Background: an optimization exercise with open tools, aiming at small area, a short achievable clock period and few clock cycles per item. Do not read the settings as production practice. In this exercise RTL edits were held to simulation tests only and were not proved equivalent to the original. Power is estimated from default activity; no workload was simulated.

==> build 63: inputs <==
## add_up
module add_up(
    input [14:0] in,
    output [17:0] out1,output [17:0] out2,
    output [17:0] out4,output [17:0] out3,
    input clk,
    input rst,
    input in_valid,
    output in_ready,
    output out_valid
    );
assign in_ready = 1'b1;
reg  [3:0]  cnt;         
reg         dir;         
reg         pact;        
reg  [3:0]  pj;          
wire        take  = in_valid & ~rst;
wire        shift = take | (pact & (cnt == 4'd0));    
wire        pv    = shift & pact;                     
always @(posedge clk) begin
    if (rst) begin
        cnt <= 4'd0; pj <= 4'd0; dir <= 1'b0; pact <= 1'b0;
    end else begin
        if (pv) begin
            pj <= pj + 4'd1;
            if (pj == 4'd15) pact <= 1'b0;
        end
        if (take) begin
            cnt <= cnt + 4'd1;
            if (cnt == 4'd15) begin
                dir <= ~dir; pact <= 1'b1; pj <= 4'd0;
            end
        end
    end
end
wire [15:0] p;           
dct_array ua(.clk(clk), .shift(shift), .dir(dir), .smp(in), .p(p));
wire [3:0] x0b, x2b;     
wire [7:0] db;           
dct_serial us(.clk(clk), .pv(pv), .first(pj == 4'd0), .p(p), .x0b(x0b), .x2b(x2b), .db(db));
wire [3:0] a0 = {x0b[0], x0b[1], x0b[2], x0b[3]};      
wire [3:0] a2 = {x2b[0], x2b[1], x2b[2], x2b[3]};
wire [7:0] a1 = {db[0], db[1], db[2], db[3], db[4], db[5], db[6], db[7]};
reg  [7:0] XO [0:3];     
reg  [7:0] XE [0:3];     
reg  [3:0] V;            
reg  [3:0] J [0:3];      
integer i;
always @(posedge clk) begin
    XO[0] <= (pj == 4'd15) ? ~a1 : a1; XE[0] <= {a0, a2}; J[0] <= pj;
    for (i = 1; i < 4; i = i + 1) begin XO[i] <= XO[i - 1]; XE[i] <= XE[i - 1]; J[i] <= J[i - 1]; end
    if (rst) V <= 4'd0;
    else     V <= {V[2:0], pv};
end
wire [12:0] res [0:15];  
reg  [3:0]  fin;         
genvar k;
generate
    for (k = 0; k < 4; k = k + 1) begin : grp
        wire [13:0] c0w, c2w, h1, l1, h3, l3;
        reg         first, ns, last;
  ...
==> flow/config.mk <==
export PLATFORM = sky130hd
export DESIGN_NAME = add_up
export DESIGN_NICKNAME = add_up
export VERILOG_FILES = /design/flow/design.v
export SDC_FILE = /design/flow/constraint.sdc
export NUM_CORES = 8
export LEC_CHECK = 0
export ABC_CLOCK_PERIOD_IN_PS = 3500
export CAP_MARGIN = 50
export CORE_MARGIN = 2
export CORE_UTILIZATION = 40
export SETUP_SLACK_MARGIN = 5
export SLEW_MARGIN = 50
==> flow/constraint.sdc <==
create_clock -name core_clock -period 9.0 [get_ports {clk}]
set_input_delay 1.8000 -clock core_clock [delete_from_list [all_inputs] [get_ports {clk}]]
set_output_delay 1.8000 -clock core_clock [all_outputs]
set_load 0.01 [all_outputs]
standard.sh (not shown) runs the stock make flow with config.mk's settings and CLKGATE_MAP_FILE= SYNTH_SCRIPT=/design/flow/synth_recipe.tcl, a recipe that flattens the netlist after the stock synthesis.
==> flow/flow/run.sh <==
#!/bin/bash
# Standard layout, with repair aiming at a 3 ns period and plain buffers on the ports.
set -o pipefail
bash standard.sh SETUP_SLACK_MARGIN=6 "BUFFER_PORTS_ARGS=-buffer_cell sky130_fd_sc_hd__buf_2" finish > standard.log 2>&1
==> trial 88: changes against build 63 <==
--- a/flow/design.v
+++ b/flow/design.v
@@ -751,28 +751,29 @@
 wire [3:0] a0 = {x0b[0], x0b[1], x0b[2], x0b[3]};      
 wire [3:0] a2 = {x2b[0], x2b[1], x2b[2], x2b[3]};
 wire [7:0] a1 = {db[0], db[1], db[2], db[3], db[4], db[5], db[6], db[7]};
 reg  [7:0] XO [0:3];     
 reg  [7:0] XE [0:3];     
-reg  [3:0] V;            
-reg  [3:0] J [0:3];      
+reg  [4:0] V;            
+reg  [3:0] J [0:4];      
 integer i;
 always @(posedge clk) begin
     XO[0] <= (pj == 4'd15) ? ~a1 : a1; XE[0] <= {a0, a2}; J[0] <= pj;
-    for (i = 1; i < 4; i = i + 1) begin XO[i] <= XO[i - 1]; XE[i] <= XE[i - 1]; J[i] <= J[i - 1]; end
-    if (rst) V <= 4'd0;
-    else     V <= {V[2:0], pv};
+    for (i = 1; i < 4; i = i + 1) begin XO[i] <= XO[i - 1]; XE[i] <= XE[i - 1]; end
+    for (i = 1; i < 5; i = i + 1) J[i] <= J[i - 1];
+    if (rst) V <= 5'd0;
+    else     V <= {V[3:0], pv};
 end
 wire [12:0] res [0:15];  
 reg  [3:0]  fin;         
 genvar k;
 generate
     for (k = 0; k < 4; k = k + 1) begin : grp
         wire [13:0] c0w, c2w, h1, l1, h3, l3;
+        reg  [13:0] c0, c1, c2, c3;
         reg         first, ns, last;
         wire [14:0] mask;
-        wire [3:0]  jp = (k == 0) ? pj : J[(k == 0) ? 0 : k - 1];
         if (k == 0) begin : t0
             tab0_0 u0(XE[0][7:4], c0w); tab1_0 u1(XO[0], h1, l1);
             tab2_0 u2(XE[0][3:0], c2w); tab3_0 u3(XO[0], h3, l3);
         end else if (k == 1) begin : t1
             tab0_1 u0(XE[1][7:4], c0w); tab1_1 u1(XO[1], h1, l1);
@@ -784,25 +785,29 @@
             tab0_3 u0(XE[3][7:4], c0w); tab1_3 u1(XO[3], h1, l1);
             tab2_3 u2(XE[3][3:0], c2w); tab3_3 u3(XO[3], h3, l3);
         end
         genvar b;
         for (b = 0; b < 13; b = b + 1) begin : mk
-            assign mask[b] = (J[k] >= 15 - b);
+            assign mask[b] = (J[k + 1] >= 15 - b);
         end
         assign mask[13] = 1'b1;
-        assign mask[14] = (J[k] != 4'd0);
+        assign mask[14] = (J[k + 1] != 4'd0);
         always @(posedge clk) begin
-            first <= (jp == 4'd0);
-            ns    <= (jp == 4'd1) | (jp == 4'd2);
-            last  <= (jp == 4'd15);
+            c0    <= c0w;
+            c1    <= h1 + l1;
+            c2    <= c2w;
+            c3    <= h3 + l3;
+            first <= (J[k] == 4'd0);
+            ns    <= (J[k] == 4'd1) | (J[k] == 4'd2);
+            last  <= (J[k] == 4'd15);
             if (rst) fin[k] <= 1'b0;
-            else     fin[k] <= V[k] & last;
+            else     fin[k] <= V[k + 1] & last;
         end
-        dct_acc_e r0(.clk(clk), .v(V[k]), .first(first), .ns(ns), .last(last), .mask(mask), .c(c0w), .res(res[4 * k + 0]));
-        dct_acc_o r1(.clk(clk), .v(V[k]), .first(first), .ns(ns), .mask(mask), .h(h1), .l(l1), .res(res[4 * k + 1]));
-        dct_acc_e r2(.clk(clk), .v(V[k]), .first(first), .ns(ns), .last(last), .mask(mask), .c(c2w), .res(res[4 * k + 2]));
-        dct_acc_o r3(.clk(clk), .v(V[k]), .first(first), .ns(ns), .mask(mask), .h(h3), .l(l3), .res(res[4 * k + 3]));
+        dct_acc r0(.clk(clk), .v(V[k + 1]), .first(first), .ns(ns), .neg(last), .mask(mask), .c(c0),  .res(res[4 * k + 0]));
+        dct_acc r1(.clk(clk), .v(V[k + 1]), .first(first), .ns(ns), .neg(1'b0), .mask(mask), .c(c1),  .res(res[4 * k + 1]));
+        dct_acc r2(.clk(clk), .v(V[k + 1]), .first(first), .ns(ns), .neg(last), .mask(mask), .c(c2),  .res(res[4 * k + 2]));
+        dct_acc r3(.clk(clk), .v(V[k + 1]), .first(first), .ns(ns), .neg(1'b0), .mask(mask), .c(c3),  .res(res[4 * k + 3]));
     end
 endgenerate
 wire [12:0] kf1, kf3;
 kfix1 uk1(fin, kf1);
 kfix3 uk3(fin, kf3);
@@ -892,55 +897,21 @@
     end
 endmodule
 module dct_base(input [14:0] R, input ns, output [14:0] base);
 assign base = {ns & R[14], ns ? R[13] : R[14], ~ns & R[13], R[12:1]};
 endmodule
-module dct_acc_e(
-    input clk, input v, input first, input ns, input last, input [14:0] mask,
+module dct_acc(
+    input clk, input v, input first, input ns, input neg, input [14:0] mask,
     input [13:0] c, output [12:0] res
     );
 reg  [14:0] R;
 wire [14:0] base, sum;
 dct_base bs(R, ns, base);
-wire [14:0] op = {1'b0, ~c[13], c[12:0] ^ {13{last}}};
+wire [14:0] op = {1'b0, ~c[13], c[12:0] ^ {13{neg}}};
 dct_add15 ad(.a(base), .b(op), .s(sum));
 always @(posedge clk)
     if (v) R <= {sum[14] & mask[14], first ? ~c[13] : sum[13], sum[12:0] & mask[12:0]};
 assign res = R[12:0];
 endmodule
-module dct_acc_o(
-    input clk, input v, input first, input ns, input [14:0] mask,
-    input [13:0] h, input [13:0] l, output [12:0] res
-    );
-reg  [14:0] R;
-wire [14:0] bs0, sum;
-dct_base bs(R, ns, bs0);
-wire [14:0] base = first ? 15'd0 : bs0;
-wire [14:0] hx   = {1'b0, ~h[13], h[12:0]};
-wire [14:0] lx   = {l[13], l};
-wire [14:0] s1   = base ^ hx ^ lx;
-wire [14:0] c1   = (base & hx) | (base & lx) | (hx & lx);
-dct_add15 ad(.a(s1), .b({c1[13:0], 1'b0}), .s(sum));
-always @(posedge clk)
-    if (v) R <= sum & mask;
-assign res = R[12:0];
-endmodule
 module dct_add15(input [14:0] a, input [14:0] b, output [14:0] s);
-reg [14:0] g, pp;
-wire [14:0] p = a ^ b;
-integer i, d;
-always @(*) begin
-    g  = a & b;
-    pp = p;
-    for (d = 1; d < 15; d = d * 2)
-        for (i = 2 * d - 1; i < 15; i = i + 2 * d) begin
-            g[i]  = g[i] | (pp[i] & g[i - d]);
-            pp[i] = pp[i] & pp[i - d];
-        end
-    for (d = 4; d >= 1; d = d / 2)
-        for (i = 3 * d - 1; i < 15; i = i + 2 * d) begin
-            g[i]  = g[i] | (pp[i] & g[i - d]);
-            pp[i] = pp[i] & pp[i - d];
-        end
-end
-assign s = p ^ {g[13:0], 1'b0};
+assign s = a + b;
 endmodule
==> flow/flow/run.sh (replaced) <==
#!/bin/bash
# Standard layout, repair of the worst paths aiming at a 3 ns period, plain buffers on the ports.
set -o pipefail
bash standard.sh SETUP_SLACK_MARGIN=6 TNS_END_PERCENT=5 "BUFFER_PORTS_ARGS=-buffer_cell sky130_fd_sc_hd__buf_2" finish > standard.log 2>&1
==> flow/config.mk (replaced) <==
export PLATFORM = sky130hd
export DESIGN_NAME = add_up
export DESIGN_NICKNAME = add_up
export VERILOG_FILES = /design/flow/design.v
export SDC_FILE = /design/flow/constraint.sdc
export NUM_CORES = 8
export LEC_CHECK = 0
export ABC_CLOCK_PERIOD_IN_PS = 3500
export CAP_MARGIN = 20
export CORE_MARGIN = 2
export CORE_UTILIZATION = 40
export CTS_BUF_LIST = sky130_fd_sc_hd__clkbuf_8
export SETUP_SLACK_MARGIN = 5
export SLEW_MARGIN = 20
==> trial 2: changes against build 63 <==
--- a/flow/design.v
+++ b/flow/design.v
@@ -751,28 +751,29 @@
 wire [3:0] a0 = {x0b[0], x0b[1], x0b[2], x0b[3]};      
 wire [3:0] a2 = {x2b[0], x2b[1], x2b[2], x2b[3]};
 wire [7:0] a1 = {db[0], db[1], db[2], db[3], db[4], db[5], db[6], db[7]};
 reg  [7:0] XO [0:3];     
 reg  [7:0] XE [0:3];     
-reg  [3:0] V;            
-reg  [3:0] J [0:3];      
+reg  [4:0] V;            
+reg  [3:0] J [0:4];      
 integer i;
 always @(posedge clk) begin
     XO[0] <= (pj == 4'd15) ? ~a1 : a1; XE[0] <= {a0, a2}; J[0] <= pj;
-    for (i = 1; i < 4; i = i + 1) begin XO[i] <= XO[i - 1]; XE[i] <= XE[i - 1]; J[i] <= J[i - 1]; end
-    if (rst) V <= 4'd0;
-    else     V <= {V[2:0], pv};
+    for (i = 1; i < 4; i = i + 1) begin XO[i] <= XO[i - 1]; XE[i] <= XE[i - 1]; end
+    for (i = 1; i < 5; i = i + 1) J[i] <= J[i - 1];
+    if (rst) V <= 5'd0;
+    else     V <= {V[3:0], pv};
 end
 wire [12:0] res [0:15];  
 reg  [3:0]  fin;         
 genvar k;
 generate
     for (k = 0; k < 4; k = k + 1) begin : grp
         wire [13:0] c0w, c2w, h1, l1, h3, l3;
+        reg  [13:0] c0, c1, c2, c3;
         reg         first, ns, last;
         wire [14:0] mask;
-        wire [3:0]  jp = (k == 0) ? pj : J[(k == 0) ? 0 : k - 1];
         if (k == 0) begin : t0
             tab0_0 u0(XE[0][7:4], c0w); tab1_0 u1(XO[0], h1, l1);
             tab2_0 u2(XE[0][3:0], c2w); tab3_0 u3(XO[0], h3, l3);
         end else if (k == 1) begin : t1
             tab0_1 u0(XE[1][7:4], c0w); tab1_1 u1(XO[1], h1, l1);
@@ -784,25 +785,29 @@
             tab0_3 u0(XE[3][7:4], c0w); tab1_3 u1(XO[3], h1, l1);
             tab2_3 u2(XE[3][3:0], c2w); tab3_3 u3(XO[3], h3, l3);
         end
         genvar b;
         for (b = 0; b < 13; b = b + 1) begin : mk
-            assign mask[b] = (J[k] >= 15 - b);
+            assign mask[b] = (J[k + 1] >= 15 - b);
         end
         assign mask[13] = 1'b1;
-        assign mask[14] = (J[k] != 4'd0);
+        assign mask[14] = (J[k + 1] != 4'd0);
         always @(posedge clk) begin
-            first <= (jp == 4'd0);
-            ns    <= (jp == 4'd1) | (jp == 4'd2);
-            last  <= (jp == 4'd15);
+            c0    <= c0w;
+            c1    <= h1 + l1;
+            c2    <= c2w;
+            c3    <= h3 + l3;
+            first <= (J[k] == 4'd0);
+            ns    <= (J[k] == 4'd1) | (J[k] == 4'd2);
+            last  <= (J[k] == 4'd15);
             if (rst) fin[k] <= 1'b0;
-            else     fin[k] <= V[k] & last;
+            else     fin[k] <= V[k + 1] & last;
         end
-        dct_acc_e r0(.clk(clk), .v(V[k]), .first(first), .ns(ns), .last(last), .mask(mask), .c(c0w), .res(res[4 * k + 0]));
-        dct_acc_o r1(.clk(clk), .v(V[k]), .first(first), .ns(ns), .mask(mask), .h(h1), .l(l1), .res(res[4 * k + 1]));
-        dct_acc_e r2(.clk(clk), .v(V[k]), .first(first), .ns(ns), .last(last), .mask(mask), .c(c2w), .res(res[4 * k + 2]));
-        dct_acc_o r3(.clk(clk), .v(V[k]), .first(first), .ns(ns), .mask(mask), .h(h3), .l(l3), .res(res[4 * k + 3]));
+        dct_acc r0(.clk(clk), .v(V[k + 1]), .first(first), .ns(ns), .neg(last), .mask(mask), .c(c0),  .res(res[4 * k + 0]));
+        dct_acc r1(.clk(clk), .v(V[k + 1]), .first(first), .ns(ns), .neg(1'b0), .mask(mask), .c(c1),  .res(res[4 * k + 1]));
+        dct_acc r2(.clk(clk), .v(V[k + 1]), .first(first), .ns(ns), .neg(last), .mask(mask), .c(c2),  .res(res[4 * k + 2]));
+        dct_acc r3(.clk(clk), .v(V[k + 1]), .first(first), .ns(ns), .neg(1'b0), .mask(mask), .c(c3),  .res(res[4 * k + 3]));
     end
 endgenerate
 wire [12:0] kf1, kf3;
 kfix1 uk1(fin, kf1);
 kfix3 uk3(fin, kf3);
@@ -892,55 +897,21 @@
     end
 endmodule
 module dct_base(input [14:0] R, input ns, output [14:0] base);
 assign base = {ns & R[14], ns ? R[13] : R[14], ~ns & R[13], R[12:1]};
 endmodule
-module dct_acc_e(
-    input clk, input v, input first, input ns, input last, input [14:0] mask,
+module dct_acc(
+    input clk, input v, input first, input ns, input neg, input [14:0] mask,
     input [13:0] c, output [12:0] res
     );
 reg  [14:0] R;
 wire [14:0] base, sum;
 dct_base bs(R, ns, base);
-wire [14:0] op = {1'b0, ~c[13], c[12:0] ^ {13{last}}};
+wire [14:0] op = {1'b0, ~c[13], c[12:0] ^ {13{neg}}};
 dct_add15 ad(.a(base), .b(op), .s(sum));
 always @(posedge clk)
     if (v) R <= {sum[14] & mask[14], first ? ~c[13] : sum[13], sum[12:0] & mask[12:0]};
 assign res = R[12:0];
 endmodule
-module dct_acc_o(
-    input clk, input v, input first, input ns, input [14:0] mask,
-    input [13:0] h, input [13:0] l, output [12:0] res
-    );
-reg  [14:0] R;
-wire [14:0] bs0, sum;
-dct_base bs(R, ns, bs0);
-wire [14:0] base = first ? 15'd0 : bs0;
-wire [14:0] hx   = {1'b0, ~h[13], h[12:0]};
-wire [14:0] lx   = {l[13], l};
-wire [14:0] s1   = base ^ hx ^ lx;
-wire [14:0] c1   = (base & hx) | (base & lx) | (hx & lx);
-dct_add15 ad(.a(s1), .b({c1[13:0], 1'b0}), .s(sum));
-always @(posedge clk)
-    if (v) R <= sum & mask;
-assign res = R[12:0];
-endmodule
 module dct_add15(input [14:0] a, input [14:0] b, output [14:0] s);
-reg [14:0] g, pp;
-wire [14:0] p = a ^ b;
-integer i, d;
-always @(*) begin
-    g  = a & b;
-    pp = p;
-    for (d = 1; d < 15; d = d * 2)
-        for (i = 2 * d - 1; i < 15; i = i + 2 * d) begin
-            g[i]  = g[i] | (pp[i] & g[i - d]);
-            pp[i] = pp[i] & pp[i - d];
-        end
-    for (d = 4; d >= 1; d = d / 2)
-        for (i = 3 * d - 1; i < 15; i = i + 2 * d) begin
-            g[i]  = g[i] | (pp[i] & g[i - d]);
-            pp[i] = pp[i] & pp[i - d];
-        end
-end
-assign s = p ^ {g[13:0], 1'b0};
+assign s = a + b;
 endmodule
==> flow/flow/run.sh (replaced) <==
#!/bin/bash
# Standard layout, repair of the worst paths aiming at a 3 ns period, plain buffers on the ports.
set -o pipefail
bash standard.sh SETUP_SLACK_MARGIN=6 TNS_END_PERCENT=5 "BUFFER_PORTS_ARGS=-buffer_cell sky130_fd_sc_hd__buf_2" finish > standard.log 2>&1
==> flow/config.mk (replaced) <==
export PLATFORM = sky130hd
export DESIGN_NAME = add_up
export DESIGN_NICKNAME = add_up
export VERILOG_FILES = /design/flow/design.v
export SDC_FILE = /design/flow/constraint.sdc
export NUM_CORES = 8
export LEC_CHECK = 0
export ABC_CLOCK_PERIOD_IN_PS = 3500
export CAP_MARGIN = 20
export CORE_MARGIN = 2
export CORE_UTILIZATION = 40
export CTS_CLUSTER_DIAMETER = 100
export CTS_CLUSTER_SIZE = 30
export SETUP_SLACK_MARGIN = 5
export SLEW_MARGIN = 20
==> build 11: changes against build 63 <==
==> flow/run.sh (new file) <==
#!/bin/bash
# synth_recipe.tcl (not shown) runs the flow's synth.tcl, then flattens the netlist and writes it again
# the make line also repeats each setting of config.mk as NAME=value (left out here)
make -C /OpenROAD-flow-scripts/flow DESIGN_CONFIG=/design/flow/config.mk WORK_HOME=/design/flow/orfs CLKGATE_MAP_FILE= SYNTH_SCRIPT=/design/flow/synth_recipe.tcl finish
removed: flow/flow/run.sh
removed: flow/standard.sh
==> out/results.ini <==
[synthesis]
ys_ff_latch=880

[power_and_ir_drop]
seq-power_mw=5.04
pwr-share-clk_pct=19.2

[run_status]
status=no timing/DRC/antenna violations

[cells_and_area]
n_all_inverters=243

[sta]
relSlewSlack_pct=23.3

[clock_network]
clkTransAtPathRegs_ns=0.11

(the above is from trial 2)
==> out/results.ini <==
[run_status]
status=no timing/DRC/antenna violations

[clock_network]
clkTransAtPathRegs_ns=0.07

[floorplan]
die-area_um2=117000

[grt]
use_met1_pct=25.9

[min_path]
hold_class=register to register

[cells_and_area]
layout-area-overhead-vs-synth_pct=14.0

[power_and_ir_drop]
pwr-share-clk_pct=35.3

[sta]
relSlewSlack_pct=51.9

[synthesis]
ys_ff_latch=682

[route]
drc=0

(the above is from build 11)
==> out/results.ini <==
[run_status]
status=no timing/DRC/antenna violations

[cells_and_area]
n_all_inverters=358

[synthesis]
ys_seq_area_share_pct=41.3
muxShareOfSynthArea_pct=7.47
ys_ff_latch=682

[clock_network]
cts_tree=built
clkTransAtPathRegs_ns=0.06

[critical_path]
crit_chain=inv_8, ha_4, or2_4, a21oi_2, a21oi_2, fa_1, ha_4, a211oi_2, o21ai_2, o31ai_4, nor2_2, a311oi_2, fa_1, nor2_1
cp.depth=14
arrival_ns=4.24

[sta]
relSlewSlack_pct=49.0

[power_and_ir_drop]
p_leak_nw=21.8

(the above is from build 63)
==> out/results.ini <==
[run_status]
status=no timing/DRC/antenna violations

[min_path]
hold_path_end=J[1][3]

[clock_network]
clkTransAtPathRegs_ns=0.07

[cells_and_area]
n_all_inverters=243
final_cell_mix=519 x edfxtp_1, 463 x ha_1, 408 x nor2_1

[sta]
tightest_slew_ns=1.11
relSlewSlack_pct=25.2

[synthesis]
netlist_top_cells_count=519 x edfxtp_1, 477 x ha_1, 410 x nor2_1
synth_most_common_cell=edfxtp_1
ys_async_sr_fraction_pct=0
ys_ff_latch=880

[power_and_ir_drop]
seq-power_mw=5.06
pwr-share-clk_pct=28.2

[route]
wirelength_mm=130

(the above is from trial 88)
Testbench counts of build 63, summed over its fixed seeds: cycles 5,296, blocks 320.
Testbench counts of trial 88, summed over its fixed seeds: cycles 5,304, blocks 320.
Testbench counts of trial 2, summed over its fixed seeds: cycles 5,304, blocks 320.
Testbench counts of build 11, summed over its fixed seeds: cycles 5,296, blocks 320.

## static timing again, ports no longer ideal
In the flow no input, the clock included, has a driving cell. The finished layouts below were timed again as built, in two steps.
Step 1 assumes that a clkbuf_16 drives the clock port and a buf_2 every other input.
Step 2 times the ports against the registers' clock, not the clock port: input delays grow and output delays shrink by t, the midpoint of the rising clock arrivals with the driver on.
a / b / c = no drivers / after step 1 / after step 2; a / b = the first two.
run | t, ns | setup slack, ns | hold WS [ns] | worst data-port slew with drivers (ns) | pins driven straight from the clock port
build 63 | 0.714 | 5.264 / 5.264 / 5.264 | 0.365 / 0.365 / 0.365 | 0.06 | 1
trial 88 | 0.932 | 5.826 / 5.761 / 5.021 | 0.382 / 0.382 / 0.382 | 0.07 | 1
trial 2 | 0.716 | 5.943 / 5.869 / 5.377 | 0.393 / 0.393 / 0.393 | 0.07 | 1
build 11 | 0.714 | 5.020 / 5.020 / 4.788 | 0.352 / 0.352 / 0.352 | 0.08 | 1
After both steps every run listed still meets setup and hold. For trial 88, which loses most, drivers alone change the setup slack by -0.065 ns; drivers and shift together by -0.805 ns.
